From an optimization exercise on the open Yosys and OpenROAD flow, aimed at small area, a short achievable clock period and few clock cycles; shortcuts taken in it are not production practice.
No functional check of the RTL was part of any run shown here.

## flow/constraint.sdc

```tcl
create_clock -name core_clock -period 11.0 [get_ports {clk}]
set_input_delay 2.2000 -clock core_clock [delete_from_list [all_inputs] [get_ports {clk}]]
set_output_delay 2.2000 -clock core_clock [all_outputs]
set_load 0.01 [all_outputs]
```

## flow/config.mk

```make
export PLATFORM = sky130hd
export DESIGN_NAME = calc_ops
export DESIGN_NICKNAME = calc_ops
export VERILOG_FILES = /design/flow/design.v
export SDC_FILE = /design/flow/constraint.sdc
export NUM_CORES = 4
export LEC_CHECK = 0
export CAP_MARGIN = 20
export CORE_MARGIN = 2
export CORE_UTILIZATION = 40
export CTS_BUF_LIST = sky130_fd_sc_hd__clkbuf_8
export SLEW_MARGIN = 20
export TNS_END_PERCENT = 0
```

## flow/standard.sh

```bash
#!/bin/bash
# synth_recipe.tcl (not shown) runs the flow's synth.tcl, then flattens the netlist and writes it again
# the make line also repeats each setting of config.mk as NAME=value (left out here)
make -C /OpenROAD-flow-scripts/flow DESIGN_CONFIG=/design/flow/config.mk WORK_HOME=/design/flow/orfs CLKGATE_MAP_FILE= SYNTH_SCRIPT=/design/flow/synth_recipe.tcl "${@:-finish}"
```

## flow/flow/run.sh

```bash
#!/bin/bash
# Own layout flow: the standard ORFS flow, with the port buffers made of
# sky130_fd_sc_hd__buf_1 and timing repair aimed below the clock period (the
# SDC and the clock period are unchanged).  make's full output goes to
# flow_make.log; ORFS keeps each step's log under orfs/logs.
set -euo pipefail
MARGIN=${MARGIN:-8.0}
bash standard.sh \
  "BUFFER_PORTS_ARGS=-buffer_cell sky130_fd_sc_hd__buf_1" \
  "SETUP_SLACK_MARGIN=$MARGIN" \
  finish > flow_make.log 2>&1
```

## flow/design.v

```verilog
module adder (
    input  [55:0] a,
    input  [55:0] b,
    input         ci,
    output [55:0] sum
);
    assign sum = a + b + {55'd0, ci};
endmodule
module shift (
    input  [47:0] a,
    input  [5:0]  b,
    output [47:0] c
);
    assign c = a << b;
endmodule
module mul (
    input  [47:0] x,         
    input  [14:0] bd,        
    input         it0,       
    input         negp,      
    input  [51:0] s,
    input  [51:0] c,
    output [51:0] s_n,       
    output [51:0] c_n,
    output [7:0]  sb,        
    output [7:0]  cb,
    output        negp_n
);
    function [49:0] brow(input [2:0] e, input [47:0] xx);
        brow = {~e[2], ({49{e[0]}} & {1'b0, xx} | {49{e[1]}} & {xx, 1'b0}) ^ {49{e[2]}}};
    endfunction
    wire [2:0] e0 = bd[2:0];
    wire [2:0] e1 = bd[5:3];
    wire [2:0] e2 = bd[8:6];
    wire [2:0] e3 = bd[11:9];
    wire [2:0] e4 = bd[14:12];
    wire [49:0] r0 = brow(e0, x);
    wire [49:0] r1 = brow(e1, x);
    wire [49:0] r2 = brow(e2, x);
    wire [49:0] r3 = brow(e3, x);
    wire [49:0] r4 = brow(e4, x);
    wire [51:0] a_s = it0 ? {2'b00, r0} : s;
    wire [51:0] b_s = c;        
    wire nb0 = it0 ? e0[2] : negp;
    wire n1 = e1[2];
    wire n2 = e2[2];
    wire n3 = e3[2];
    assign negp_n = e4[2];
    wire hs0;
    wire hc0;
    wire hs1;
    wire hc1;
    wire fs2;
    wire fc2;
    wire hs3;
    wire hc3;
    wire fs4;
    wire fc4;
    wire hs5;
    wire hc5;
    wire fs6;
    wire fc6;
    wire fs7;
    wire fc7;
    wire fs8;
    wire fc8;
    wire fs9;
    wire fc9;
    wire fs10;
    wire fc10;
    wire fs11;
    wire fc11;
    wire fs12;
    wire fc12;
    wire fs13;
    wire fc13;
    wire fs14;
    wire fc14;
    wire fs15;
    wire fc15;
    wire fs16;
    wire fc16;
    wire fs17;
    wire fc17;
    wire fs18;
    wire fc18;
    wire fs19;
    wire fc19;
    wire fs20;
    wire fc20;
    wire fs21;
    wire fc21;
    wire fs22;
    wire fc22;
    wire fs23;
    wire fc23;
    wire fs24;
    wire fc24;
    wire fs25;
    wire fc25;
    wire fs26;
    wire fc26;
    wire fs27;
    wire fc27;
    wire fs28;
    wire fc28;
    wire fs29;
    wire fc29;
    wire fs30;
    wire fc30;
    wire fs31;
    wire fc31;
    wire fs32;
    wire fc32;
    wire fs33;
    wire fc33;
    wire fs34;
    wire fc34;
    wire fs35;
    wire fc35;
    wire fs36;
    wire fc36;
    wire fs37;
    wire fc37;
    wire fs38;
    wire fc38;
    wire fs39;
    wire fc39;
    wire fs40;
    wire fc40;
    wire fs41;
    wire fc41;
    wire fs42;
    wire fc42;
    wire fs43;
    wire fc43;
    wire fs44;
    wire fc44;
    wire fs45;
    wire fc45;
    wire fs46;
    wire fc46;
    wire fs47;
    wire fc47;
    wire fs48;
    wire fc48;
    wire fs49;
    wire fc49;
    wire fs50;
    wire fc50;
    wire fs51;
    wire fc51;
    wire fs52;
    wire fc52;
    wire fs53;
    wire fc53;
    wire fs54;
    wire fc54;
    wire fs55;
    wire fc55;
    wire fs56;
    wire fc56;
    wire fs57;
    wire fc57;
    wire fs58;
    wire fc58;
    wire fs59;
    wire fc59;
    wire fs60;
    wire fc60;
    wire fs61;
    wire fc61;
    wire fs62;
    wire fc62;
    wire fs63;
    wire fc63;
    wire fs64;
    wire fc64;
    wire fs65;
    wire fc65;
    wire fs66;
    wire fc66;
    wire fs67;
    wire fc67;
    wire fs68;
    wire fc68;
    wire fs69;
    wire fc69;
    wire fs70;
    wire fc70;
    wire fs71;
    wire fc71;
    wire fs72;
    wire fc72;
    wire fs73;
    wire fc73;
    wire fs74;
    wire fc74;
    wire fs75;
    wire fc75;
    wire fs76;
    wire fc76;
    wire fs77;
    wire fc77;
    wire fs78;
    wire fc78;
    wire fs79;
    wire fc79;
    wire fs80;
    wire fc80;
    wire fs81;
    wire fc81;
    wire fs82;
    wire fc82;
    wire fs83;
    wire fc83;
    wire fs84;
    wire fc84;
    wire fs85;
    wire fc85;
    wire fs86;
    wire fc86;
    wire fs87;
    wire fc87;
    wire fs88;
    wire fc88;
    wire fs89;
    wire fc89;
    wire fs90;
    wire fc90;
    wire fs91;
    wire fc91;
    wire fs92;
    wire fc92;
    wire fs93;
    wire fc93;
    wire fs94;
    wire fc94;
    wire hs95;
    wire hc95;
    wire hs96;
    wire hc96;
    wire fs97;
    wire fc97;
    wire fs98;
    wire fc98;
    wire fs99;
    wire fc99;
    wire fs100;
    wire fc100;
    wire fs101;
    wire fc101;
    wire fs102;
    wire fc102;
    wire fs103;
    wire fc103;
    wire fs104;
    wire fc104;
    wire fs105;
    wire fc105;
    wire fs106;
    wire fc106;
    wire fs107;
    wire fc107;
    wire fs108;
    wire fc108;
    wire fs109;
    wire fc109;
    wire fs110;
    wire fc110;
    wire fs111;
    wire fc111;
    wire fs112;
    wire fc112;
    wire fs113;
    wire fc113;
    wire fs114;
    wire fc114;
    wire fs115;
    wire fc115;
    wire fs116;
    wire fc116;
    wire fs117;
    wire fc117;
    wire fs118;
    wire fc118;
    wire fs119;
    wire fc119;
    wire fs120;
    wire fc120;
    wire fs121;
    wire fc121;
    wire fs122;
    wire fc122;
    wire fs123;
    wire fc123;
    wire fs124;
    wire fc124;
    wire fs125;
    wire fc125;
    wire fs126;
    wire fc126;
    wire fs127;
    wire fc127;
    wire fs128;
    wire fc128;
    wire fs129;
    wire fc129;
    wire fs130;
    wire fc130;
    wire fs131;
    wire fc131;
    wire fs132;
    wire fc132;
    wire fs133;
    wire fc133;
    wire fs134;
    wire fc134;
    wire fs135;
    wire fc135;
    wire fs136;
    wire fc136;
    wire fs137;
    wire fc137;
    wire fs138;
    wire fc138;
    wire fs139;
    wire fc139;
    wire fs140;
    wire fc140;
    wire fs141;
    wire fc141;
    wire fs142;
    wire fc142;
    wire fs143;
    wire fc143;
    wire fs144;
    wire fc144;
    wire fs145;
    wire fc145;
    wire fs146;
    wire fc146;
    wire hs147;
    wire hc147;
    wire hs148;
    wire hc148;
    wire hs149;
    wire hc149;
    wire fs150;
    wire fc150;
    wire fs151;
    wire fc151;
    wire fs152;
    wire fc152;
    wire fs153;
    wire fc153;
    wire fs154;
    wire fc154;
    wire fs155;
    wire fc155;
    wire fs156;
    wire fc156;
    wire fs157;
    wire fc157;
    wire fs158;
    wire fc158;
    wire fs159;
    wire fc159;
    wire fs160;
    wire fc160;
    wire fs161;
    wire fc161;
    wire fs162;
    wire fc162;
    wire fs163;
    wire fc163;
    wire fs164;
    wire fc164;
    wire fs165;
    wire fc165;
    wire fs166;
    wire fc166;
    wire fs167;
    wire fc167;
    wire fs168;
    wire fc168;
    wire fs169;
    wire fc169;
    wire fs170;
    wire fc170;
    wire fs171;
    wire fc171;
    wire fs172;
    wire fc172;
    wire fs173;
    wire fc173;
    wire fs174;
    wire fc174;
    wire fs175;
    wire fc175;
    wire fs176;
    wire fc176;
    wire fs177;
    wire fc177;
    wire fs178;
    wire fc178;
    wire fs179;
    wire fc179;
    wire fs180;
    wire fc180;
    wire fs181;
    wire fc181;
    wire fs182;
    wire fc182;
    wire fs183;
    wire fc183;
    wire fs184;
    wire fc184;
    wire fs185;
    wire fc185;
    wire fs186;
    wire fc186;
    wire fs187;
    wire fc187;
    wire fs188;
    wire fc188;
    wire fs189;
    wire fc189;
    wire fs190;
    wire fc190;
    wire fs191;
    wire fc191;
    wire fs192;
    wire fc192;
    wire fs193;
    wire fc193;
    wire fs194;
    wire fc194;
    wire fs195;
    wire fc195;
    wire fs196;
    wire fc196;
    wire fs197;
    wire fc197;
    wire fs198;
    wire fc198;
    wire fs199;
    wire fc199;
    wire fs200;
    wire fc200;
    wire fs201;
    wire fc201;
    wire fs202;
    wire fc202;
    wire fs203;
    wire fc203;
    wire hs204;
    wire hc204;
    assign hs0 = a_s[4] ^ b_s[4];
    assign hc0 = a_s[4] & b_s[4];
    assign hs1 = a_s[5] ^ b_s[5];
    assign hc1 = a_s[5] & b_s[5];
    assign fs2 = a_s[6] ^ b_s[6] ^ n3;
    assign fc2 = (a_s[6] & b_s[6]) | (a_s[6] & n3) | (b_s[6] & n3);
    assign hs3 = r1[4] ^ r2[2];
    assign hc3 = r1[4] & r2[2];
    assign fs4 = a_s[7] ^ b_s[7] ^ r1[5];
    assign fc4 = (a_s[7] & b_s[7]) | (a_s[7] & r1[5]) | (b_s[7] & r1[5]);
    assign hs5 = r2[3] ^ r3[1];
    assign hc5 = r2[3] & r3[1];
    assign fs6 = a_s[8] ^ b_s[8] ^ r1[6];
    assign fc6 = (a_s[8] & b_s[8]) | (a_s[8] & r1[6]) | (b_s[8] & r1[6]);
    assign fs7 = r2[4] ^ r3[2] ^ r4[0];
    assign fc7 = (r2[4] & r3[2]) | (r2[4] & r4[0]) | (r3[2] & r4[0]);
    assign fs8 = a_s[9] ^ b_s[9] ^ r1[7];
    assign fc8 = (a_s[9] & b_s[9]) | (a_s[9] & r1[7]) | (b_s[9] & r1[7]);
    assign fs9 = r2[5] ^ r3[3] ^ r4[1];
    assign fc9 = (r2[5] & r3[3]) | (r2[5] & r4[1]) | (r3[3] & r4[1]);
    assign fs10 = a_s[10] ^ b_s[10] ^ r1[8];
    assign fc10 = (a_s[10] & b_s[10]) | (a_s[10] & r1[8]) | (b_s[10] & r1[8]);
    assign fs11 = r2[6] ^ r3[4] ^ r4[2];
    assign fc11 = (r2[6] & r3[4]) | (r2[6] & r4[2]) | (r3[4] & r4[2]);
    assign fs12 = a_s[11] ^ b_s[11] ^ r1[9];
    assign fc12 = (a_s[11] & b_s[11]) | (a_s[11] & r1[9]) | (b_s[11] & r1[9]);
    assign fs13 = r2[7] ^ r3[5] ^ r4[3];
    assign fc13 = (r2[7] & r3[5]) | (r2[7] & r4[3]) | (r3[5] & r4[3]);
    assign fs14 = a_s[12] ^ b_s[12] ^ r1[10];
    assign fc14 = (a_s[12] & b_s[12]) | (a_s[12] & r1[10]) | (b_s[12] & r1[10]);
    assign fs15 = r2[8] ^ r3[6] ^ r4[4];
    assign fc15 = (r2[8] & r3[6]) | (r2[8] & r4[4]) | (r3[6] & r4[4]);
    assign fs16 = a_s[13] ^ b_s[13] ^ r1[11];
    assign fc16 = (a_s[13] & b_s[13]) | (a_s[13] & r1[11]) | (b_s[13] & r1[11]);
    assign fs17 = r2[9] ^ r3[7] ^ r4[5];
    assign fc17 = (r2[9] & r3[7]) | (r2[9] & r4[5]) | (r3[7] & r4[5]);
    assign fs18 = a_s[14] ^ b_s[14] ^ r1[12];
    assign fc18 = (a_s[14] & b_s[14]) | (a_s[14] & r1[12]) | (b_s[14] & r1[12]);
    assign fs19 = r2[10] ^ r3[8] ^ r4[6];
    assign fc19 = (r2[10] & r3[8]) | (r2[10] & r4[6]) | (r3[8] & r4[6]);
    assign fs20 = a_s[15] ^ b_s[15] ^ r1[13];
    assign fc20 = (a_s[15] & b_s[15]) | (a_s[15] & r1[13]) | (b_s[15] & r1[13]);
    assign fs21 = r2[11] ^ r3[9] ^ r4[7];
    assign fc21 = (r2[11] & r3[9]) | (r2[11] & r4[7]) | (r3[9] & r4[7]);
    assign fs22 = a_s[16] ^ b_s[16] ^ r1[14];
    assign fc22 = (a_s[16] & b_s[16]) | (a_s[16] & r1[14]) | (b_s[16] & r1[14]);
    assign fs23 = r2[12] ^ r3[10] ^ r4[8];
    assign fc23 = (r2[12] & r3[10]) | (r2[12] & r4[8]) | (r3[10] & r4[8]);
    assign fs24 = a_s[17] ^ b_s[17] ^ r1[15];
    assign fc24 = (a_s[17] & b_s[17]) | (a_s[17] & r1[15]) | (b_s[17] & r1[15]);
    assign fs25 = r2[13] ^ r3[11] ^ r4[9];
    assign fc25 = (r2[13] & r3[11]) | (r2[13] & r4[9]) | (r3[11] & r4[9]);
    assign fs26 = a_s[18] ^ b_s[18] ^ r1[16];
    assign fc26 = (a_s[18] & b_s[18]) | (a_s[18] & r1[16]) | (b_s[18] & r1[16]);
    assign fs27 = r2[14] ^ r3[12] ^ r4[10];
    assign fc27 = (r2[14] & r3[12]) | (r2[14] & r4[10]) | (r3[12] & r4[10]);
    assign fs28 = a_s[19] ^ b_s[19] ^ r1[17];
    assign fc28 = (a_s[19] & b_s[19]) | (a_s[19] & r1[17]) | (b_s[19] & r1[17]);
    assign fs29 = r2[15] ^ r3[13] ^ r4[11];
    assign fc29 = (r2[15] & r3[13]) | (r2[15] & r4[11]) | (r3[13] & r4[11]);
    assign fs30 = a_s[20] ^ b_s[20] ^ r1[18];
    assign fc30 = (a_s[20] & b_s[20]) | (a_s[20] & r1[18]) | (b_s[20] & r1[18]);
    assign fs31 = r2[16] ^ r3[14] ^ r4[12];
    assign fc31 = (r2[16] & r3[14]) | (r2[16] & r4[12]) | (r3[14] & r4[12]);
    assign fs32 = a_s[21] ^ b_s[21] ^ r1[19];
    assign fc32 = (a_s[21] & b_s[21]) | (a_s[21] & r1[19]) | (b_s[21] & r1[19]);
    assign fs33 = r2[17] ^ r3[15] ^ r4[13];
    assign fc33 = (r2[17] & r3[15]) | (r2[17] & r4[13]) | (r3[15] & r4[13]);
    assign fs34 = a_s[22] ^ b_s[22] ^ r1[20];
    assign fc34 = (a_s[22] & b_s[22]) | (a_s[22] & r1[20]) | (b_s[22] & r1[20]);
    assign fs35 = r2[18] ^ r3[16] ^ r4[14];
    assign fc35 = (r2[18] & r3[16]) | (r2[18] & r4[14]) | (r3[16] & r4[14]);
    assign fs36 = a_s[23] ^ b_s[23] ^ r1[21];
    assign fc36 = (a_s[23] & b_s[23]) | (a_s[23] & r1[21]) | (b_s[23] & r1[21]);
    assign fs37 = r2[19] ^ r3[17] ^ r4[15];
    assign fc37 = (r2[19] & r3[17]) | (r2[19] & r4[15]) | (r3[17] & r4[15]);
    assign fs38 = a_s[24] ^ b_s[24] ^ r1[22];
    assign fc38 = (a_s[24] & b_s[24]) | (a_s[24] & r1[22]) | (b_s[24] & r1[22]);
    assign fs39 = r2[20] ^ r3[18] ^ r4[16];
    assign fc39 = (r2[20] & r3[18]) | (r2[20] & r4[16]) | (r3[18] & r4[16]);
    assign fs40 = a_s[25] ^ b_s[25] ^ r1[23];
    assign fc40 = (a_s[25] & b_s[25]) | (a_s[25] & r1[23]) | (b_s[25] & r1[23]);
    assign fs41 = r2[21] ^ r3[19] ^ r4[17];
    assign fc41 = (r2[21] & r3[19]) | (r2[21] & r4[17]) | (r3[19] & r4[17]);
    assign fs42 = a_s[26] ^ b_s[26] ^ r1[24];
    assign fc42 = (a_s[26] & b_s[26]) | (a_s[26] & r1[24]) | (b_s[26] & r1[24]);
    assign fs43 = r2[22] ^ r3[20] ^ r4[18];
    assign fc43 = (r2[22] & r3[20]) | (r2[22] & r4[18]) | (r3[20] & r4[18]);
    assign fs44 = a_s[27] ^ b_s[27] ^ r1[25];
    assign fc44 = (a_s[27] & b_s[27]) | (a_s[27] & r1[25]) | (b_s[27] & r1[25]);
    assign fs45 = r2[23] ^ r3[21] ^ r4[19];
    assign fc45 = (r2[23] & r3[21]) | (r2[23] & r4[19]) | (r3[21] & r4[19]);
    assign fs46 = a_s[28] ^ b_s[28] ^ r1[26];
    assign fc46 = (a_s[28] & b_s[28]) | (a_s[28] & r1[26]) | (b_s[28] & r1[26]);
    assign fs47 = r2[24] ^ r3[22] ^ r4[20];
    assign fc47 = (r2[24] & r3[22]) | (r2[24] & r4[20]) | (r3[22] & r4[20]);
    assign fs48 = a_s[29] ^ b_s[29] ^ r1[27];
    assign fc48 = (a_s[29] & b_s[29]) | (a_s[29] & r1[27]) | (b_s[29] & r1[27]);
    assign fs49 = r2[25] ^ r3[23] ^ r4[21];
    assign fc49 = (r2[25] & r3[23]) | (r2[25] & r4[21]) | (r3[23] & r4[21]);
    assign fs50 = a_s[30] ^ b_s[30] ^ r1[28];
    assign fc50 = (a_s[30] & b_s[30]) | (a_s[30] & r1[28]) | (b_s[30] & r1[28]);
    assign fs51 = r2[26] ^ r3[24] ^ r4[22];
    assign fc51 = (r2[26] & r3[24]) | (r2[26] & r4[22]) | (r3[24] & r4[22]);
    assign fs52 = a_s[31] ^ b_s[31] ^ r1[29];
    assign fc52 = (a_s[31] & b_s[31]) | (a_s[31] & r1[29]) | (b_s[31] & r1[29]);
    assign fs53 = r2[27] ^ r3[25] ^ r4[23];
    assign fc53 = (r2[27] & r3[25]) | (r2[27] & r4[23]) | (r3[25] & r4[23]);
    assign fs54 = a_s[32] ^ b_s[32] ^ r1[30];
    assign fc54 = (a_s[32] & b_s[32]) | (a_s[32] & r1[30]) | (b_s[32] & r1[30]);
    assign fs55 = r2[28] ^ r3[26] ^ r4[24];
    assign fc55 = (r2[28] & r3[26]) | (r2[28] & r4[24]) | (r3[26] & r4[24]);
    assign fs56 = a_s[33] ^ b_s[33] ^ r1[31];
    assign fc56 = (a_s[33] & b_s[33]) | (a_s[33] & r1[31]) | (b_s[33] & r1[31]);
    assign fs57 = r2[29] ^ r3[27] ^ r4[25];
    assign fc57 = (r2[29] & r3[27]) | (r2[29] & r4[25]) | (r3[27] & r4[25]);
    assign fs58 = a_s[34] ^ b_s[34] ^ r1[32];
    assign fc58 = (a_s[34] & b_s[34]) | (a_s[34] & r1[32]) | (b_s[34] & r1[32]);
    assign fs59 = r2[30] ^ r3[28] ^ r4[26];
    assign fc59 = (r2[30] & r3[28]) | (r2[30] & r4[26]) | (r3[28] & r4[26]);
    assign fs60 = a_s[35] ^ b_s[35] ^ r1[33];
    assign fc60 = (a_s[35] & b_s[35]) | (a_s[35] & r1[33]) | (b_s[35] & r1[33]);
    assign fs61 = r2[31] ^ r3[29] ^ r4[27];
    assign fc61 = (r2[31] & r3[29]) | (r2[31] & r4[27]) | (r3[29] & r4[27]);
    assign fs62 = a_s[36] ^ b_s[36] ^ r1[34];
    assign fc62 = (a_s[36] & b_s[36]) | (a_s[36] & r1[34]) | (b_s[36] & r1[34]);
    assign fs63 = r2[32] ^ r3[30] ^ r4[28];
    assign fc63 = (r2[32] & r3[30]) | (r2[32] & r4[28]) | (r3[30] & r4[28]);
    assign fs64 = a_s[37] ^ b_s[37] ^ r1[35];
    assign fc64 = (a_s[37] & b_s[37]) | (a_s[37] & r1[35]) | (b_s[37] & r1[35]);
    assign fs65 = r2[33] ^ r3[31] ^ r4[29];
    assign fc65 = (r2[33] & r3[31]) | (r2[33] & r4[29]) | (r3[31] & r4[29]);
    assign fs66 = a_s[38] ^ b_s[38] ^ r1[36];
    assign fc66 = (a_s[38] & b_s[38]) | (a_s[38] & r1[36]) | (b_s[38] & r1[36]);
    assign fs67 = r2[34] ^ r3[32] ^ r4[30];
    assign fc67 = (r2[34] & r3[32]) | (r2[34] & r4[30]) | (r3[32] & r4[30]);
    assign fs68 = a_s[39] ^ b_s[39] ^ r1[37];
    assign fc68 = (a_s[39] & b_s[39]) | (a_s[39] & r1[37]) | (b_s[39] & r1[37]);
    assign fs69 = r2[35] ^ r3[33] ^ r4[31];
    assign fc69 = (r2[35] & r3[33]) | (r2[35] & r4[31]) | (r3[33] & r4[31]);
    assign fs70 = a_s[40] ^ b_s[40] ^ r1[38];
    assign fc70 = (a_s[40] & b_s[40]) | (a_s[40] & r1[38]) | (b_s[40] & r1[38]);
    assign fs71 = r2[36] ^ r3[34] ^ r4[32];
    assign fc71 = (r2[36] & r3[34]) | (r2[36] & r4[32]) | (r3[34] & r4[32]);
    assign fs72 = a_s[41] ^ b_s[41] ^ r1[39];
    assign fc72 = (a_s[41] & b_s[41]) | (a_s[41] & r1[39]) | (b_s[41] & r1[39]);
    assign fs73 = r2[37] ^ r3[35] ^ r4[33];
    assign fc73 = (r2[37] & r3[35]) | (r2[37] & r4[33]) | (r3[35] & r4[33]);
    assign fs74 = a_s[42] ^ b_s[42] ^ r1[40];
    assign fc74 = (a_s[42] & b_s[42]) | (a_s[42] & r1[40]) | (b_s[42] & r1[40]);
    assign fs75 = r2[38] ^ r3[36] ^ r4[34];
    assign fc75 = (r2[38] & r3[36]) | (r2[38] & r4[34]) | (r3[36] & r4[34]);
    assign fs76 = a_s[43] ^ b_s[43] ^ r1[41];
    assign fc76 = (a_s[43] & b_s[43]) | (a_s[43] & r1[41]) | (b_s[43] & r1[41]);
    assign fs77 = r2[39] ^ r3[37] ^ r4[35];
    assign fc77 = (r2[39] & r3[37]) | (r2[39] & r4[35]) | (r3[37] & r4[35]);
    assign fs78 = a_s[44] ^ b_s[44] ^ r1[42];
    assign fc78 = (a_s[44] & b_s[44]) | (a_s[44] & r1[42]) | (b_s[44] & r1[42]);
    assign fs79 = r2[40] ^ r3[38] ^ r4[36];
    assign fc79 = (r2[40] & r3[38]) | (r2[40] & r4[36]) | (r3[38] & r4[36]);
    assign fs80 = a_s[45] ^ b_s[45] ^ r1[43];
    assign fc80 = (a_s[45] & b_s[45]) | (a_s[45] & r1[43]) | (b_s[45] & r1[43]);
    assign fs81 = r2[41] ^ r3[39] ^ r4[37];
    assign fc81 = (r2[41] & r3[39]) | (r2[41] & r4[37]) | (r3[39] & r4[37]);
    assign fs82 = a_s[46] ^ b_s[46] ^ r1[44];
    assign fc82 = (a_s[46] & b_s[46]) | (a_s[46] & r1[44]) | (b_s[46] & r1[44]);
    assign fs83 = r2[42] ^ r3[40] ^ r4[38];
    assign fc83 = (r2[42] & r3[40]) | (r2[42] & r4[38]) | (r3[40] & r4[38]);
    assign fs84 = a_s[47] ^ b_s[47] ^ r1[45];
    assign fc84 = (a_s[47] & b_s[47]) | (a_s[47] & r1[45]) | (b_s[47] & r1[45]);
    assign fs85 = r2[43] ^ r3[41] ^ r4[39];
    assign fc85 = (r2[43] & r3[41]) | (r2[43] & r4[39]) | (r3[41] & r4[39]);
    assign fs86 = a_s[48] ^ b_s[48] ^ r1[46];
    assign fc86 = (a_s[48] & b_s[48]) | (a_s[48] & r1[46]) | (b_s[48] & r1[46]);
    assign fs87 = r2[44] ^ r3[42] ^ r4[40];
    assign fc87 = (r2[44] & r3[42]) | (r2[44] & r4[40]) | (r3[42] & r4[40]);
    assign fs88 = a_s[49] ^ b_s[49] ^ r1[47];
    assign fc88 = (a_s[49] & b_s[49]) | (a_s[49] & r1[47]) | (b_s[49] & r1[47]);
    assign fs89 = r2[45] ^ r3[43] ^ r4[41];
    assign fc89 = (r2[45] & r3[43]) | (r2[45] & r4[41]) | (r3[43] & r4[41]);
    assign fs90 = a_s[50] ^ b_s[50] ^ r1[48];
    assign fc90 = (a_s[50] & b_s[50]) | (a_s[50] & r1[48]) | (b_s[50] & r1[48]);
    assign fs91 = r2[46] ^ r3[44] ^ r4[42];
    assign fc91 = (r2[46] & r3[44]) | (r2[46] & r4[42]) | (r3[44] & r4[42]);
    assign fs92 = a_s[51] ^ b_s[51] ^ r1[49];
    assign fc92 = (a_s[51] & b_s[51]) | (a_s[51] & r1[49]) | (b_s[51] & r1[49]);
    assign fs93 = r2[47] ^ r3[45] ^ r4[43];
    assign fc93 = (r2[47] & r3[45]) | (r2[47] & r4[43]) | (r3[45] & r4[43]);
    assign fs94 = 1'b1 ^ r2[48] ^ r3[46];
    assign fc94 = (1'b1 & r2[48]) | (1'b1 & r3[46]) | (r2[48] & r3[46]);
    assign hs95 = a_s[2] ^ b_s[2];
    assign hc95 = a_s[2] & b_s[2];
    assign hs96 = a_s[3] ^ b_s[3];
    assign hc96 = a_s[3] & b_s[3];
    assign fs97 = n2 ^ hs0 ^ r1[2];
    assign fc97 = (n2 & hs0) | (n2 & r1[2]) | (hs0 & r1[2]);
    assign fs98 = hc0 ^ hs1 ^ r1[3];
    assign fc98 = (hc0 & hs1) | (hc0 & r1[3]) | (hs1 & r1[3]);
    assign fs99 = hc1 ^ r3[0] ^ fs2;
    assign fc99 = (hc1 & r3[0]) | (hc1 & fs2) | (r3[0] & fs2);
    assign fs100 = fc2 ^ hc3 ^ hs5;
    assign fc100 = (fc2 & hc3) | (fc2 & hs5) | (hc3 & hs5);
    assign fs101 = hc5 ^ fc4 ^ fs6;
    assign fc101 = (hc5 & fc4) | (hc5 & fs6) | (fc4 & fs6);
    assign fs102 = fc6 ^ fc7 ^ fs8;
    assign fc102 = (fc6 & fc7) | (fc6 & fs8) | (fc7 & fs8);
    assign fs103 = fc8 ^ fc9 ^ fs10;
    assign fc103 = (fc8 & fc9) | (fc8 & fs10) | (fc9 & fs10);
    assign fs104 = fc10 ^ fc11 ^ fs12;
    assign fc104 = (fc10 & fc11) | (fc10 & fs12) | (fc11 & fs12);
    assign fs105 = fc12 ^ fc13 ^ fs14;
    assign fc105 = (fc12 & fc13) | (fc12 & fs14) | (fc13 & fs14);
    assign fs106 = fc14 ^ fc15 ^ fs16;
    assign fc106 = (fc14 & fc15) | (fc14 & fs16) | (fc15 & fs16);
    assign fs107 = fc16 ^ fc17 ^ fs18;
    assign fc107 = (fc16 & fc17) | (fc16 & fs18) | (fc17 & fs18);
    assign fs108 = fc18 ^ fc19 ^ fs20;
    assign fc108 = (fc18 & fc19) | (fc18 & fs20) | (fc19 & fs20);
    assign fs109 = fc20 ^ fc21 ^ fs22;
    assign fc109 = (fc20 & fc21) | (fc20 & fs22) | (fc21 & fs22);
    assign fs110 = fc22 ^ fc23 ^ fs24;
    assign fc110 = (fc22 & fc23) | (fc22 & fs24) | (fc23 & fs24);
    assign fs111 = fc24 ^ fc25 ^ fs26;
    assign fc111 = (fc24 & fc25) | (fc24 & fs26) | (fc25 & fs26);
    assign fs112 = fc26 ^ fc27 ^ fs28;
    assign fc112 = (fc26 & fc27) | (fc26 & fs28) | (fc27 & fs28);
    assign fs113 = fc28 ^ fc29 ^ fs30;
    assign fc113 = (fc28 & fc29) | (fc28 & fs30) | (fc29 & fs30);
    assign fs114 = fc30 ^ fc31 ^ fs32;
    assign fc114 = (fc30 & fc31) | (fc30 & fs32) | (fc31 & fs32);
    assign fs115 = fc32 ^ fc33 ^ fs34;
    assign fc115 = (fc32 & fc33) | (fc32 & fs34) | (fc33 & fs34);
    assign fs116 = fc34 ^ fc35 ^ fs36;
    assign fc116 = (fc34 & fc35) | (fc34 & fs36) | (fc35 & fs36);
    assign fs117 = fc36 ^ fc37 ^ fs38;
    assign fc117 = (fc36 & fc37) | (fc36 & fs38) | (fc37 & fs38);
    assign fs118 = fc38 ^ fc39 ^ fs40;
    assign fc118 = (fc38 & fc39) | (fc38 & fs40) | (fc39 & fs40);
    assign fs119 = fc40 ^ fc41 ^ fs42;
    assign fc119 = (fc40 & fc41) | (fc40 & fs42) | (fc41 & fs42);
    assign fs120 = fc42 ^ fc43 ^ fs44;
    assign fc120 = (fc42 & fc43) | (fc42 & fs44) | (fc43 & fs44);
    assign fs121 = fc44 ^ fc45 ^ fs46;
    assign fc121 = (fc44 & fc45) | (fc44 & fs46) | (fc45 & fs46);
    assign fs122 = fc46 ^ fc47 ^ fs48;
    assign fc122 = (fc46 & fc47) | (fc46 & fs48) | (fc47 & fs48);
    assign fs123 = fc48 ^ fc49 ^ fs50;
    assign fc123 = (fc48 & fc49) | (fc48 & fs50) | (fc49 & fs50);
    assign fs124 = fc50 ^ fc51 ^ fs52;
    assign fc124 = (fc50 & fc51) | (fc50 & fs52) | (fc51 & fs52);
    assign fs125 = fc52 ^ fc53 ^ fs54;
    assign fc125 = (fc52 & fc53) | (fc52 & fs54) | (fc53 & fs54);
    assign fs126 = fc54 ^ fc55 ^ fs56;
    assign fc126 = (fc54 & fc55) | (fc54 & fs56) | (fc55 & fs56);
    assign fs127 = fc56 ^ fc57 ^ fs58;
    assign fc127 = (fc56 & fc57) | (fc56 & fs58) | (fc57 & fs58);
    assign fs128 = fc58 ^ fc59 ^ fs60;
    assign fc128 = (fc58 & fc59) | (fc58 & fs60) | (fc59 & fs60);
    assign fs129 = fc60 ^ fc61 ^ fs62;
    assign fc129 = (fc60 & fc61) | (fc60 & fs62) | (fc61 & fs62);
    assign fs130 = fc62 ^ fc63 ^ fs64;
    assign fc130 = (fc62 & fc63) | (fc62 & fs64) | (fc63 & fs64);
    assign fs131 = fc64 ^ fc65 ^ fs66;
    assign fc131 = (fc64 & fc65) | (fc64 & fs66) | (fc65 & fs66);
    assign fs132 = fc66 ^ fc67 ^ fs68;
    assign fc132 = (fc66 & fc67) | (fc66 & fs68) | (fc67 & fs68);
    assign fs133 = fc68 ^ fc69 ^ fs70;
    assign fc133 = (fc68 & fc69) | (fc68 & fs70) | (fc69 & fs70);
    assign fs134 = fc70 ^ fc71 ^ fs72;
    assign fc134 = (fc70 & fc71) | (fc70 & fs72) | (fc71 & fs72);
    assign fs135 = fc72 ^ fc73 ^ fs74;
    assign fc135 = (fc72 & fc73) | (fc72 & fs74) | (fc73 & fs74);
    assign fs136 = fc74 ^ fc75 ^ fs76;
    assign fc136 = (fc74 & fc75) | (fc74 & fs76) | (fc75 & fs76);
    assign fs137 = fc76 ^ fc77 ^ fs78;
    assign fc137 = (fc76 & fc77) | (fc76 & fs78) | (fc77 & fs78);
    assign fs138 = fc78 ^ fc79 ^ fs80;
    assign fc138 = (fc78 & fc79) | (fc78 & fs80) | (fc79 & fs80);
    assign fs139 = fc80 ^ fc81 ^ fs82;
    assign fc139 = (fc80 & fc81) | (fc80 & fs82) | (fc81 & fs82);
    assign fs140 = fc82 ^ fc83 ^ fs84;
    assign fc140 = (fc82 & fc83) | (fc82 & fs84) | (fc83 & fs84);
    assign fs141 = fc84 ^ fc85 ^ fs86;
    assign fc141 = (fc84 & fc85) | (fc84 & fs86) | (fc85 & fs86);
    assign fs142 = fc86 ^ fc87 ^ fs88;
    assign fc142 = (fc86 & fc87) | (fc86 & fs88) | (fc87 & fs88);
    assign fs143 = fc88 ^ fc89 ^ fs90;
    assign fc143 = (fc88 & fc89) | (fc88 & fs90) | (fc89 & fs90);
    assign fs144 = fc90 ^ fc91 ^ fs92;
    assign fc144 = (fc90 & fc91) | (fc90 & fs92) | (fc91 & fs92);
    assign fs145 = r4[44] ^ fc92 ^ fc93;
    assign fc145 = (r4[44] & fc92) | (r4[44] & fc93) | (fc92 & fc93);
    assign fs146 = r2[49] ^ r3[47] ^ r4[45];
    assign fc146 = (r2[49] & r3[47]) | (r2[49] & r4[45]) | (r3[47] & r4[45]);
    assign hs147 = 1'b1 ^ r3[48];
    assign hc147 = 1'b1 & r3[48];
    assign hs148 = a_s[0] ^ b_s[0];
    assign hc148 = a_s[0] & b_s[0];
    assign hs149 = a_s[1] ^ b_s[1];
    assign hc149 = a_s[1] & b_s[1];
    assign fs150 = n1 ^ hs95 ^ r1[0];
    assign fc150 = (n1 & hs95) | (n1 & r1[0]) | (hs95 & r1[0]);
    assign fs151 = hc95 ^ hs96 ^ r1[1];
    assign fc151 = (hc95 & hs96) | (hc95 & r1[1]) | (hs96 & r1[1]);
    assign fs152 = hc96 ^ r2[0] ^ fs97;
    assign fc152 = (hc96 & r2[0]) | (hc96 & fs97) | (r2[0] & fs97);
    assign fs153 = r2[1] ^ fc97 ^ fs98;
    assign fc153 = (r2[1] & fc97) | (r2[1] & fs98) | (fc97 & fs98);
    assign fs154 = hs3 ^ fc98 ^ fs99;
    assign fc154 = (hs3 & fc98) | (hs3 & fs99) | (fc98 & fs99);
    assign fs155 = fs4 ^ fc99 ^ fs100;
    assign fc155 = (fs4 & fc99) | (fs4 & fs100) | (fc99 & fs100);
    assign fs156 = fs7 ^ fc100 ^ fs101;
    assign fc156 = (fs7 & fc100) | (fs7 & fs101) | (fc100 & fs101);
    assign fs157 = fs9 ^ fc101 ^ fs102;
    assign fc157 = (fs9 & fc101) | (fs9 & fs102) | (fc101 & fs102);
    assign fs158 = fs11 ^ fc102 ^ fs103;
    assign fc158 = (fs11 & fc102) | (fs11 & fs103) | (fc102 & fs103);
    assign fs159 = fs13 ^ fc103 ^ fs104;
    assign fc159 = (fs13 & fc103) | (fs13 & fs104) | (fc103 & fs104);
    assign fs160 = fs15 ^ fc104 ^ fs105;
    assign fc160 = (fs15 & fc104) | (fs15 & fs105) | (fc104 & fs105);
    assign fs161 = fs17 ^ fc105 ^ fs106;
    assign fc161 = (fs17 & fc105) | (fs17 & fs106) | (fc105 & fs106);
    assign fs162 = fs19 ^ fc106 ^ fs107;
    assign fc162 = (fs19 & fc106) | (fs19 & fs107) | (fc106 & fs107);
    assign fs163 = fs21 ^ fc107 ^ fs108;
    assign fc163 = (fs21 & fc107) | (fs21 & fs108) | (fc107 & fs108);
    assign fs164 = fs23 ^ fc108 ^ fs109;
    assign fc164 = (fs23 & fc108) | (fs23 & fs109) | (fc108 & fs109);
    assign fs165 = fs25 ^ fc109 ^ fs110;
    assign fc165 = (fs25 & fc109) | (fs25 & fs110) | (fc109 & fs110);
    assign fs166 = fs27 ^ fc110 ^ fs111;
    assign fc166 = (fs27 & fc110) | (fs27 & fs111) | (fc110 & fs111);
    assign fs167 = fs29 ^ fc111 ^ fs112;
    assign fc167 = (fs29 & fc111) | (fs29 & fs112) | (fc111 & fs112);
    assign fs168 = fs31 ^ fc112 ^ fs113;
    assign fc168 = (fs31 & fc112) | (fs31 & fs113) | (fc112 & fs113);
    assign fs169 = fs33 ^ fc113 ^ fs114;
    assign fc169 = (fs33 & fc113) | (fs33 & fs114) | (fc113 & fs114);
    assign fs170 = fs35 ^ fc114 ^ fs115;
    assign fc170 = (fs35 & fc114) | (fs35 & fs115) | (fc114 & fs115);
    assign fs171 = fs37 ^ fc115 ^ fs116;
    assign fc171 = (fs37 & fc115) | (fs37 & fs116) | (fc115 & fs116);
    assign fs172 = fs39 ^ fc116 ^ fs117;
    assign fc172 = (fs39 & fc116) | (fs39 & fs117) | (fc116 & fs117);
    assign fs173 = fs41 ^ fc117 ^ fs118;
    assign fc173 = (fs41 & fc117) | (fs41 & fs118) | (fc117 & fs118);
    assign fs174 = fs43 ^ fc118 ^ fs119;
    assign fc174 = (fs43 & fc118) | (fs43 & fs119) | (fc118 & fs119);
    assign fs175 = fs45 ^ fc119 ^ fs120;
    assign fc175 = (fs45 & fc119) | (fs45 & fs120) | (fc119 & fs120);
    assign fs176 = fs47 ^ fc120 ^ fs121;
    assign fc176 = (fs47 & fc120) | (fs47 & fs121) | (fc120 & fs121);
    assign fs177 = fs49 ^ fc121 ^ fs122;
    assign fc177 = (fs49 & fc121) | (fs49 & fs122) | (fc121 & fs122);
    assign fs178 = fs51 ^ fc122 ^ fs123;
    assign fc178 = (fs51 & fc122) | (fs51 & fs123) | (fc122 & fs123);
    assign fs179 = fs53 ^ fc123 ^ fs124;
    assign fc179 = (fs53 & fc123) | (fs53 & fs124) | (fc123 & fs124);
    assign fs180 = fs55 ^ fc124 ^ fs125;
    assign fc180 = (fs55 & fc124) | (fs55 & fs125) | (fc124 & fs125);
    assign fs181 = fs57 ^ fc125 ^ fs126;
    assign fc181 = (fs57 & fc125) | (fs57 & fs126) | (fc125 & fs126);
    assign fs182 = fs59 ^ fc126 ^ fs127;
    assign fc182 = (fs59 & fc126) | (fs59 & fs127) | (fc126 & fs127);
    assign fs183 = fs61 ^ fc127 ^ fs128;
    assign fc183 = (fs61 & fc127) | (fs61 & fs128) | (fc127 & fs128);
    assign fs184 = fs63 ^ fc128 ^ fs129;
    assign fc184 = (fs63 & fc128) | (fs63 & fs129) | (fc128 & fs129);
    assign fs185 = fs65 ^ fc129 ^ fs130;
    assign fc185 = (fs65 & fc129) | (fs65 & fs130) | (fc129 & fs130);
    assign fs186 = fs67 ^ fc130 ^ fs131;
    assign fc186 = (fs67 & fc130) | (fs67 & fs131) | (fc130 & fs131);
    assign fs187 = fs69 ^ fc131 ^ fs132;
    assign fc187 = (fs69 & fc131) | (fs69 & fs132) | (fc131 & fs132);
    assign fs188 = fs71 ^ fc132 ^ fs133;
    assign fc188 = (fs71 & fc132) | (fs71 & fs133) | (fc132 & fs133);
    assign fs189 = fs73 ^ fc133 ^ fs134;
    assign fc189 = (fs73 & fc133) | (fs73 & fs134) | (fc133 & fs134);
    assign fs190 = fs75 ^ fc134 ^ fs135;
    assign fc190 = (fs75 & fc134) | (fs75 & fs135) | (fc134 & fs135);
    assign fs191 = fs77 ^ fc135 ^ fs136;
    assign fc191 = (fs77 & fc135) | (fs77 & fs136) | (fc135 & fs136);
    assign fs192 = fs79 ^ fc136 ^ fs137;
    assign fc192 = (fs79 & fc136) | (fs79 & fs137) | (fc136 & fs137);
    assign fs193 = fs81 ^ fc137 ^ fs138;
    assign fc193 = (fs81 & fc137) | (fs81 & fs138) | (fc137 & fs138);
    assign fs194 = fs83 ^ fc138 ^ fs139;
    assign fc194 = (fs83 & fc138) | (fs83 & fs139) | (fc138 & fs139);
    assign fs195 = fs85 ^ fc139 ^ fs140;
    assign fc195 = (fs85 & fc139) | (fs85 & fs140) | (fc139 & fs140);
    assign fs196 = fs87 ^ fc140 ^ fs141;
    assign fc196 = (fs87 & fc140) | (fs87 & fs141) | (fc140 & fs141);
    assign fs197 = fs89 ^ fc141 ^ fs142;
    assign fc197 = (fs89 & fc141) | (fs89 & fs142) | (fc141 & fs142);
    assign fs198 = fs91 ^ fc142 ^ fs143;
    assign fc198 = (fs91 & fc142) | (fs91 & fs143) | (fc142 & fs143);
    assign fs199 = fs93 ^ fc143 ^ fs144;
    assign fc199 = (fs93 & fc143) | (fs93 & fs144) | (fc143 & fs144);
    assign fs200 = fs94 ^ fc144 ^ fs145;
    assign fc200 = (fs94 & fc144) | (fs94 & fs145) | (fc144 & fs145);
    assign fs201 = fc94 ^ fs146 ^ fc145;
    assign fc201 = (fc94 & fs146) | (fc94 & fc145) | (fs146 & fc145);
    assign fs202 = r4[46] ^ hs147 ^ fc146;
    assign fc202 = (r4[46] & hs147) | (r4[46] & fc146) | (hs147 & fc146);
    assign fs203 = r3[49] ^ r4[47] ^ hc147;
    assign fc203 = (r3[49] & r4[47]) | (r3[49] & hc147) | (r4[47] & hc147);
    assign hs204 = 1'b1 ^ r4[48];
    assign hc204 = 1'b1 & r4[48];
    wire [59:0] so = {1'b0, 1'b1, r4[49], hs204, fs203, fs202, fc200, fc199, fc198, fc197, fc196, fc195, fc194, fc193, fc192, fc191, fc190, fc189, fc188, fc187, fc186, fc185, fc184, fc183, fc182, fc181, fc180, fc179, fc178, fc177, fc176, fc175, fc174, fc173, fc172, fc171, fc170, fc169, fc168, fc167, fc166, fc165, fc164, fc163, fc162, fc161, fc160, fc159, fc158, fc157, fc156, fc155, fc154, fc153, fc152, fc151, fc150, hc149, hc148, nb0};
    wire [59:0] co = {1'b0, 1'b0, hc204, fc203, fc202, fc201, fs201, fs200, fs199, fs198, fs197, fs196, fs195, fs194, fs193, fs192, fs191, fs190, fs189, fs188, fs187, fs186, fs185, fs184, fs183, fs182, fs181, fs180, fs179, fs178, fs177, fs176, fs175, fs174, fs173, fs172, fs171, fs170, fs169, fs168, fs167, fs166, fs165, fs164, fs163, fs162, fs161, fs160, fs159, fs158, fs157, fs156, fs155, fs154, fs153, fs152, fs151, fs150, hs149, hs148};
    assign s_n = so[59:8];
    assign c_n = co[59:8];
    assign sb = so[7:0];
    assign cb = co[7:0];
endmodule
module calc_ops (
    input           clk,
    input           rst,
    input  [47:0]   add_a,
    input           add_empty,
    output          add_rden,
    output [47:0]   add_c,
    output          add_wren,
    input  [47:0]   shl_a,
    input           shl_empty,
    output          shl_rden,
    output [47:0]   shl_c,
    output          shl_wren,
    input  [47:0]   mul_a,
    input           mul_empty,
    output          mul_rden,
    output [47:0]   mul_c,
    output          mul_wren
);
reg        st_idle, st_capx, st_capy, st_exec, st_iter, st_hi, st_lo;
reg  [2:0] cur;          
reg  [2:0] last;         
reg  [2:0] pend;         
reg  [2:0] rden;
reg  [2:0] wren;
reg  [2:0] it;           
wire [2:0] empty = {mul_empty, shl_empty, add_empty};
wire [2:0] popx = rden & ~empty & ~({3{st_capx}} & cur);
wire [2:0] req  = pend | popx;
wire [2:0] g_after0 = req[1] ? 3'b010 : req[2] ? 3'b100 : req[0] ? 3'b001 : 3'b000;
wire [2:0] g_after1 = req[2] ? 3'b100 : req[0] ? 3'b001 : req[1] ? 3'b010 : 3'b000;
wire [2:0] g_after2 = req[0] ? 3'b001 : req[1] ? 3'b010 : req[2] ? 3'b100 : 3'b000;
wire [2:0] gsel = last[0] ? g_after0 : last[1] ? g_after1 : g_after2;
wire [2:0] grant = st_idle ? gsel : 3'b000;
wire       go = |grant;
wire       it_last = (it == 3'd5);
always @(posedge clk) begin
    if (rst) begin
        st_idle <= 1'b1;
        st_capx <= 1'b0;
        st_capy <= 1'b0;
        st_exec <= 1'b0;
        st_iter <= 1'b0;
        st_hi   <= 1'b0;
        st_lo   <= 1'b0;
        cur     <= 3'b000;
        last    <= 3'b100;
        pend    <= 3'b000;
        rden    <= 3'b111;
        wren    <= 3'b000;
        it      <= 3'd0;
    end else begin
        st_idle <= (st_idle & ~go) | st_exec | st_lo;
        st_capx <= go;
        st_capy <= st_capx;
        st_exec <= st_capy & ~cur[2];
        st_iter <= (st_capy & cur[2]) | (st_iter & ~it_last);
        st_hi   <= st_iter & it_last;
        st_lo   <= st_hi;
        it      <= st_iter ? it + 3'd1 : 3'd0;
        if (go) begin
            cur  <= grant;
            last <= grant;
        end
        pend <= (pend | popx) & ~grant;
        rden <= ~((pend | popx) & ~grant);
        wren <= cur & {3{st_exec | st_hi | st_lo}};
    end
end
assign add_rden = rden[0];
assign shl_rden = rden[1];
assign mul_rden = rden[2];
assign add_wren = wren[0];
assign shl_wren = wren[1];
assign mul_wren = wren[2];
wire [47:0] a_sel = ({48{cur[0]}} & add_a) | ({48{cur[1]}} & shl_a) | ({48{cur[2]}} & mul_a);
reg  [47:0] x;           
reg  [47:0] y;           
reg  [51:0] s, c;        
reg  [7:0]  sb, cb;      
reg         cy;          
reg         negp;
reg  [14:0] bd;          
reg         it0;         
reg         sel_sh;      
reg         sel_lo;      
reg         sel_sum;     
reg  [47:0] acc;         
function [2:0] benc(input y2, input y1, input y0);
    benc = {y2 & ~(y1 & y0),
            (y2 & ~y1 & ~y0) | (~y2 & y1 & y0),
            y1 ^ y0};
endfunction
function [14:0] bdig(input [9:0] v);
    bdig = {benc(v[9], v[8], v[7]), benc(v[7], v[6], v[5]), benc(v[5], v[4], v[3]),
            benc(v[3], v[2], v[1]), benc(v[1], v[0], 1'b0)};
endfunction
wire [51:0] s_n, c_n;
wire [7:0]  sb_n, cb_n;
wire        negp_n;
mul u_mul (
    .x      (x),
    .bd     (bd),
    .it0    (it0),
    .negp   (negp),
    .s      (s),
    .c      (c),
    .s_n    (s_n),
    .c_n    (c_n),
    .sb     (sb_n),
    .cb     (cb_n),
    .negp_n (negp_n)
);
wire [55:0] sum;
adder u_adder (
    .a   ({s[47:0], sb}),
    .b   ({c[47:0], cb}),
    .ci  (cy),
    .sum (sum)
);
wire [8:0] lo_byte = {1'b0, sb} + {1'b0, cb} + {8'd0, cy};
wire [47:0] shl_res;
shift u_shift (
    .a (x),
    .b (y[5:0]),
    .c (shl_res)
);
wire shl_big = (|a_sel[47:6]) | (a_sel[5] & a_sel[4]);    
always @(posedge clk) begin
    if (st_capx)
        x <= a_sel;
    if (st_capy) begin
        y  <= a_sel;
        bd <= bdig(a_sel[9:0]);
        s  <= {4'd0, a_sel};
        c  <= cur[2] ? (52'd3 << 49) : {4'd0, x};
        sb <= 8'd0;
        cb <= 8'd0;
        cy <= 1'b0;
    end else begin
        y  <= {it0 ? 8'd0 : lo_byte[7:0], y[47:8]};
        bd <= bdig(y[17:8]);
        s  <= s_n;
        c  <= c_n;
        sb <= sb_n;
        cb <= cb_n;
        cy <= it0 ? 1'b0 : lo_byte[8];
    end
    negp   <= negp_n;
    it0    <= st_capy;
    sel_sh  <= st_capy & cur[1] & ~shl_big;
    sel_lo  <= st_hi;
    sel_sum <= ~(st_capy & cur[1]) & ~st_hi;
    acc <= ({48{sel_lo}} & y) | ({48{sel_sh}} & shl_res) | ({48{sel_sum}} & sum[55:8]);
end
assign add_c = acc;
assign shl_c = acc;
assign mul_c = acc;
endmodule
```

==> flow_metrics.tcl, run 1 <==
set metrics [dict create \
    yosysTopAreaCell "dfxtp_1" \
    avgViaCountPerCell 6.17 \
    critPathCaptureType "register" \
    cts_max_level 2 \
    cp_slowest_cell "a221oi_4" \
    insertion_delay_ns 0.70 \
    die_h_microns 262 \
    synth-main-ff-cell "dfxtp_1" \
    rsz0062_at_grt "true" \
    floorplan.die_area_sq_mm 0.0686 \
    worst-path-buf-inv 0 \
    maxCapViolCount 0 \
    root_buffer "clkbuf_8" \
    fmax_ghz 0.289 \
    cp.required_ns 11.53 \
    nets 3420 \
    drtIter0Drc 3158 \
    synth.most_common_cell "a22oi_1" \
    path_class "register to register" \
    worst-r2r-setup-slack_ns 7.54 \
    die_width_microns 262 \
    cp.arrival_ns 3.99 \
    cts.sink_count 303 \
    grt_usage_pct 31.1 \
    final-hold-violation-count 0 \
    synth-async-reset-ratio_pct 0 \
    grt_overflow 0 \
    antenna_left 0 \
    dp_cells 3763 \
    place_hpwl_mm 78.5 \
    startpoint_type "register" \
    grt_max_degree 78 \
    hold_path.class "register to register" \
    finClkSkew_ns 0.0422 \
    syn_inst 2920 \
    cts_buffers 58 \
    antenna_found_initial 3 \
    port_buffers 298 \
    cts_tree "built" \
    grt_pass1_wl_mm 158 \
    routabilityCongestion 0.971 \
    clk_pin_slew_ns 0.06 \
    crit_chain "ha_1 -> a21oi_1 -> o21ai_1 -> a31oi_1 -> o31ai_2 -> a221oi_4 -> o2111ai_2 -> nand3_1 -> and3_1 -> o21a_1 -> o211ai_1" \
    clock_path_buffers 3 \
    netlist_top_cells_count "261 x a22oi_1, 255 x dfxtp_1, 255 x nand2_1, 229 x xnor2_1, 227 x inv_1" \
    synth_edf_count 48 \
    cp_top_family "compound AO/OA/AOI/OAI gates" \
    routed_wl_mm 108 \
    fin_setup_tns_ns 0 \
    tightest_slew_ns 0.981 \
    slew_headroom_pct 34.6 \
    setup_violations 0 \
    netlist_area_sq_mm 0.0266 \
    period_needed_ns 3.46 \
    synth_fp_nets 3335 \
    drive_gt1_share_pct 11.8 \
    dr_total_vias 24173 \
    grt_pass1_vias 23813 \
    cp_slowest_stage_delay_ns 0.56 \
    boundaryPins 299 \
    status "complete, no violations" \
    period_share_pct 31.4 \
    dr.pass1.iters 8 \
    synth_area_leaders "dfxtp_1 19%, fa_1 14%, xnor2_1 7.5%, a22oi_1 7.4%, edfxtp_1 5.4%" \
    ys_ff_latch 303 \
    syn_to_final_growth_pct 10.4 \
    synth_cell_types 80 \
    yosysWarnings 2 \
    post-route-util_pct 44.6 \
    initial_core_util_pct 40.4 \
    nFillCells 6531 \
    avgSynthCellArea_sq_um 9.11 \
    synth_top_area_share_pct 19.2 \
    rows 94 \
    drc_errors 0 \
    ys_seq_area_share_pct 24.6 \
    fin_cells 3920 \
    cp_max_fo 8 \
    drv_slew 0 \
    avgRoutedWirePerCell_microns 27.6 \
    fp.coreArea_sq_mm 0.0659 \
]
-- registers in the layout (all words and copies together) (netlist names), 2 cells and up --
register and cells:
c 51, s 51, acc 48, x 48
y 46, bd 15, cb 8, sb 8
it 3, pend 3, rden 3, wren 3
cur 2
-- final cells by class --
cell class / count / area, sq um / share of cell area [%]
multi-input cells: 2033 / 17600 / 60.0
flip-flops and latches: 303 / 6580 / 22.4
repair buffers: 380 / 2000 / 6.81
well taps: 864 / 1080 / 3.68
clock buffers: 66 / 908 / 3.09
inverters: 229 / 863 / 2.94
clock inverters: 42 / 323 / 1.10
diodes: 3 / 7.51 / 0.0255
-- layout by cell type (no fill, tap or decap), types with 14 or more instances in the layout --
cell type / n
o22ai_1: 16
a22o_1: 39
inv_1: 243
edfxtp_1: 48
dfxtp_2: 18
fa_1: 190
a21oi_1: 99
buf_4: 59
xnor2_1: 229
nand2_1: 253
clkbuf_8: 66
a31oi_1: 15
a21o_1: 32
nor2_1: 120
o21ai_1: 29
xor2_1: 66
dfxtp_1: 233
a22oi_1: 261
a222oi_1: 46
o21ai_0: 68
nand3_1: 28
clkbuf_2: 41
buf_2: 33
buf_1: 227
o21a_1: 83
and2_1: 19
ha_1: 70
mux4_2: 37
nand4_1: 21
mux2i_1: 90
o221ai_1: 14
mux2_2: 16
nor3_1: 14
nor2b_1: 24
-- cells by family after synthesis --
| family | Yosys count | synth area share (%) |
|---|---|---|
| DFF | 303 | 24.6 |
| buffers and inverters | 584 | 9.92 |
| and+or+nand+nor | 537 | 9.16 |
| xor gates and xnor gates | 295 | 9.71 |
| adders and majority gates | 266 | 17.9 |
| AOI/OAI and AO/OA | 792 | 21.5 |
| muxes | 143 | 7.19 |
-- timing repair --
action                     in CTS  in global routing
setup endpoints to repair     314                308
hold buffers                    0                  0
gates resized for setup        62                 67
setup buffers                  31                 15
pin swaps                      21                  9
-- layer usage --
metal | wire [microns] | GRT usage, % | vias to the layer above
li1 | - | - | 10317
met1 | 42700 | 41.6 | 11901
met2 | 46300 | 46.8 | 1713
met3 | 14700 | 10.6 | 240
met4 | 4440 | 10.8 | 2
met5 | 14 | 0 | -
-- through the flow --
step           hold WS [ns]  setup slack, ns  cell area (sq um)
5_1_grt               0.453             7.53              29400
3_5_place_dp          0.425             6.67              27300
3_3_place_gp          0.428             6.00              27300
6_report              0.420             7.54              29400
2_1_floorplan         0.329             7.40              26600
4_1_cts               0.436             7.56              29100
-- worst paths after layout --
path	cells past startpoint	end	startpoint
worst max-delay path	11	acc[47]$_DFF_P_	c[0]$_DFF_P_
worst min-delay path	0	sel_lo$_DFF_P_	st_hi$_SDFF_PP0_
worst max register to register	11	acc[47]$_DFF_P_	c[0]$_DFF_P_
worst min register to register	0	sel_lo$_DFF_P_	st_hi$_SDFF_PP0_
-- worst register-to-register path: cells and delay by family (launching register included) --
family,cells,cell delay [ns]
compound gates,8,1.94
fa+ha+maj,1,0.49
simple gates,2,0.49
flops,1,0.37
==> inputs of run 2 (changes only) <==
==> flow/flow/run.sh (replaced) <==
#!/bin/bash
# Own layout flow: the standard ORFS flow, with the port buffers made of
# sky130_fd_sc_hd__buf_1, a clock tree of fewer, larger leaf clusters and
# timing repair aimed below the clock period (the SDC and the clock period
# are unchanged).  make's full output goes to flow_make.log; ORFS keeps each
# step's log under orfs/logs.
set -euo pipefail
MARGIN=${MARGIN:-7.8}
bash standard.sh \
  "BUFFER_PORTS_ARGS=-buffer_cell sky130_fd_sc_hd__buf_1" \
  "CTS_ARGS=-sink_clustering_enable -repair_clock_nets -sink_clustering_size 30 -sink_clustering_max_diameter 100 -buf_list sky130_fd_sc_hd__clkbuf_16 -dont_use_dummy_load" \
  "SETUP_SLACK_MARGIN=$MARGIN" \
  finish > flow_make.log 2>&1
--- a/flow/config.mk
+++ b/flow/config.mk
@@ -9,5 +9,4 @@
 export CORE_MARGIN = 2
 export CORE_UTILIZATION = 40
-export CTS_BUF_LIST = sky130_fd_sc_hd__clkbuf_8
 export SLEW_MARGIN = 20
-export TNS_END_PERCENT = 0
+export TNS_END_PERCENT = 5
==> run 2 against run 1 <==
  * Critical endpoint is now c[33]$_DFF_P_
  * Fmax rose by 2.0%
  * Non-clock buffer count rose by 51
  * Sequential cell count did not move
  * Count of clock-buffer cells in the layout fell by 46
  * Via count fell by 1.2%
  * Still clean on timing, DRC and antenna
  * Die area did not move
  * Wire length fell by 0.59%
  * Worst hold slack got worse by 0.028 ns
  * Utilization fell by 0.13 points
  * Clock skew rose by 0.019 ns
  * Synthesized area did not move
==> flow_metrics.tcl, run 2 <==
set metrics [dict create \
    routabilityCongestion 0.978 \
    synth_top_area_share_pct 19.2 \
    stdcell_area_sq_mm 0.0293 \
    grt_overflow 0 \
    critPathCaptureType "register" \
    final-hold-violation-count 0 \
    nets 3433 \
    slew_headroom_pct 30.2 \
    top_regs "c: 51 flops, s: 51 flops" \
    fp.coreArea_sq_mm 0.0659 \
    synth_cell_types 80 \
    clk_pin_slew_ns 0.11 \
    r2r-start "x[40]$_DFFE_PP_" \
    avgRoutedWirePerCell_microns 27.7 \
    synth-main-ff-cell "dfxtp_1" \
    insertion_delay_ns 0.58 \
    period_needed_ns 3.39 \
    wl_met1_mm 42.1 \
    yosysWarnings 2 \
    cts.sink_count 303 \
    routed_wl_mm 107 \
    worstHoldEndpoint "sel_lo$_DFF_P_" \
    startpoint_type "register" \
    wl_met3_mm 14.5 \
    post-route-util_pct 44.5 \
    synth_edf_count 48 \
    cp.required_ns 11.50 \
    postLayoutSetupSlackWorst_ns 7.61 \
    maxCapViolCount 0 \
    yosysTopAreaCell "dfxtp_1" \
    cts_tree "built" \
    cts_max_level 1 \
    dr_total_vias 23892 \
    drtIter0Drc 3261 \
    floorplan.die_area_sq_mm 0.0686 \
    synth-async-reset-ratio_pct 0 \
    avgSynthCellArea_sq_um 9.11 \
    drive_gt1_share_pct 9.98 \
    setup_violations 0 \
    period_share_pct 30.8 \
    holdBufCountCts 0 \
    status "complete, no violations" \
    drc_errors 0 \
    antenna_left 0 \
    fin_setup_tns_ns 0 \
    top_layer "met5" \
    place_hpwl_mm 77.9 \
    hold_path_startpoint "st_hi$_SDFF_PP0_" \
    drv_slew 0 \
    fmax_ghz 0.295 \
    antenna_found_initial 0 \
    worst-r2r-setup-slack_ns 7.61 \
    final_common_cell "buf_1" \
    syn_inst 2920 \
    placedInstanceArea_sq_mm 0.0273 \
    ys_seq_area_share_pct 24.6 \
    avgViaCountPerCell 6.16 \
    grt_pass1_wl_mm 156 \
    synth_fp_nets 3335 \
    cts_buffers 20 \
    cp_max_fo 15 \
    rsz0062_at_grt "true" \
    cp.arrival_ns 3.89 \
    clock_path_buffers 3 \
    boundaryPins 299 \
    syn_to_final_growth_pct 10.1 \
    wl_met2_mm 47.2 \
    mostFrequentLayoutCells "298 x buf_1, 257 x a22oi_1, 253 x nand2_1" \
    grt_max_degree 85 \
    timing.rr.end "c[33]$_DFF_P_" \
    initial_core_util_pct 40.4 \
    place_ws_ns 6.67 \
    netlist_top_cells_count "261 x a22oi_1, 255 x dfxtp_1, 255 x nand2_1, 229 x xnor2_1, 227 x inv_1" \
    rows 94 \
    reg2regPathDepth 9 \
    hold_path_depth 0 \
    ys_ff_latch 303 \
    die_h_microns 262 \
    hold_path.class "register to register" \
    tightest_slew_ns 1.05 \
    grt_usage_pct 30.7 \
    whs_ns 0.392 \
    finClkSkew_ns 0.0616 \
    port_buffers 298 \
    dr.pass1.iters 7 \
    die_width_microns 262 \
    root_buffer "clkbuf_16" \
    path_class "register to register" \
    netlist_area_sq_mm 0.0266 \
    synth.most_common_cell "a22oi_1" \
    synth_area_leaders "dfxtp_1 19%, fa_1 14%, xnor2_1 7.5%, a22oi_1 7.4%, edfxtp_1 5.4%" \
    grt_pass1_vias 23025 \
]
[run 2: cell counts after synthesis]
No cell type changed its count.
[run 2: timing repair]
action / 4_1_cts / 5_1_grt
resized for setup: 57 / 50
gates cloned: 1 / 0
hold endpoints to repair: 0 / 0
pin swaps: 35 / 32
setup endpoints to repair: 304 / 277
buffers inserted: 52 / 45
[run 2: routing by layer]
metal  vias to the layer above  track usage, %
met5                         -            1.04
met4                         2            8.15
met3                       203            9.59
met2                      1617            47.1
met1                     11792            41.8
li1                      10278               -
[run 2: how the worst max path moves through the flow]
| stage | start | to | slack [ns] | cells after the start |
|---|---|---|---|---|
| finish | x[40]$_DFFE_PP_ | c[33]$_DFF_P_ | 7.61 | 9 |
| global route | c[6]$_DFF_P_ | acc[29]$_DFF_P_ | 7.49 | 10 |
| CTS | shl_a[19] | sel_sh$_DFF_P_ | 7.58 | 5 |
| detailed placement | shl_a[27] | sel_sh$_DFF_P_ | 6.67 | 6 |
| global placement | add_a[7] | sel_sh$_DFF_P_ | 6.37 | 5 |
| floorplan | shl_a[7] | bd[12]$_DFF_P_ | 7.40 | 4 |
[run 2: cell families after synthesis]
family                   synth area share, %
AND/OR/NAND/NOR                         9.16
flip-flops                              24.6
AO/OA/AOI/OAI                           21.5
adder cells (fa/ha/maj)                 17.9
XOR/XNOR                                9.71
buffers and inverters                   9.92
multiplexers                            7.19
[run 2: critical path, stage by stage, from the launching register on]
cell      delay, ns
edfxtp_1       0.85
a22oi_1        0.22
xnor2_1        0.26
mux2i_1        0.16
fa_1           0.50
inv_1          0.07
fa_1           0.52
fa_1           0.55
inv_1          0.04
o21ai_0        0.13
[run 2: per-stage QoR]
step	std cells
2_1_floorplan	2920
3_3_place_gp	3760
3_5_place_dp	3762
4_1_cts	3835
5_1_grt	3880
6_report	3881
[run 2: area by class of cell]
class	count	area, sq um
inverters	229	871
repair buffers	431	2450
well taps	864	1080
clock buffers	20	500
flip-flops and latches	303	6580
multi-input cells	2033	17800
diodes	1	2.50
fillers	6422	36600

==> static timing again, ports no longer ideal <==
No port has a modelled driver above. Below, the same layouts with a new extraction and two added sets of constraints. Step 1 assumes that a clkbuf_16 drives the clock port and a buf_2 every other input. Step 2 times the ports against the registers' clock, not the clock port: input delays grow and output delays shrink by t, the midpoint of the rising clock arrivals with the driver on. Three values: ideal ports, drivers, drivers and shift; two values: the first two.
run	t, ns	slack for setup (ns)	worst setup path at the end	slew at the worst register clock pin (ns)
run 1	0.742	7.543 / 7.535 / 6.939	input to register	0.07 / 0.07
run 2	0.617	7.611 / 7.594 / 7.152	input to register	0.12 / 0.12
After both steps setup and hold are still met in every run listed. For run 1, which loses most, drivers alone change the setup slack by -0.008 ns; drivers and shift together by -0.604 ns.
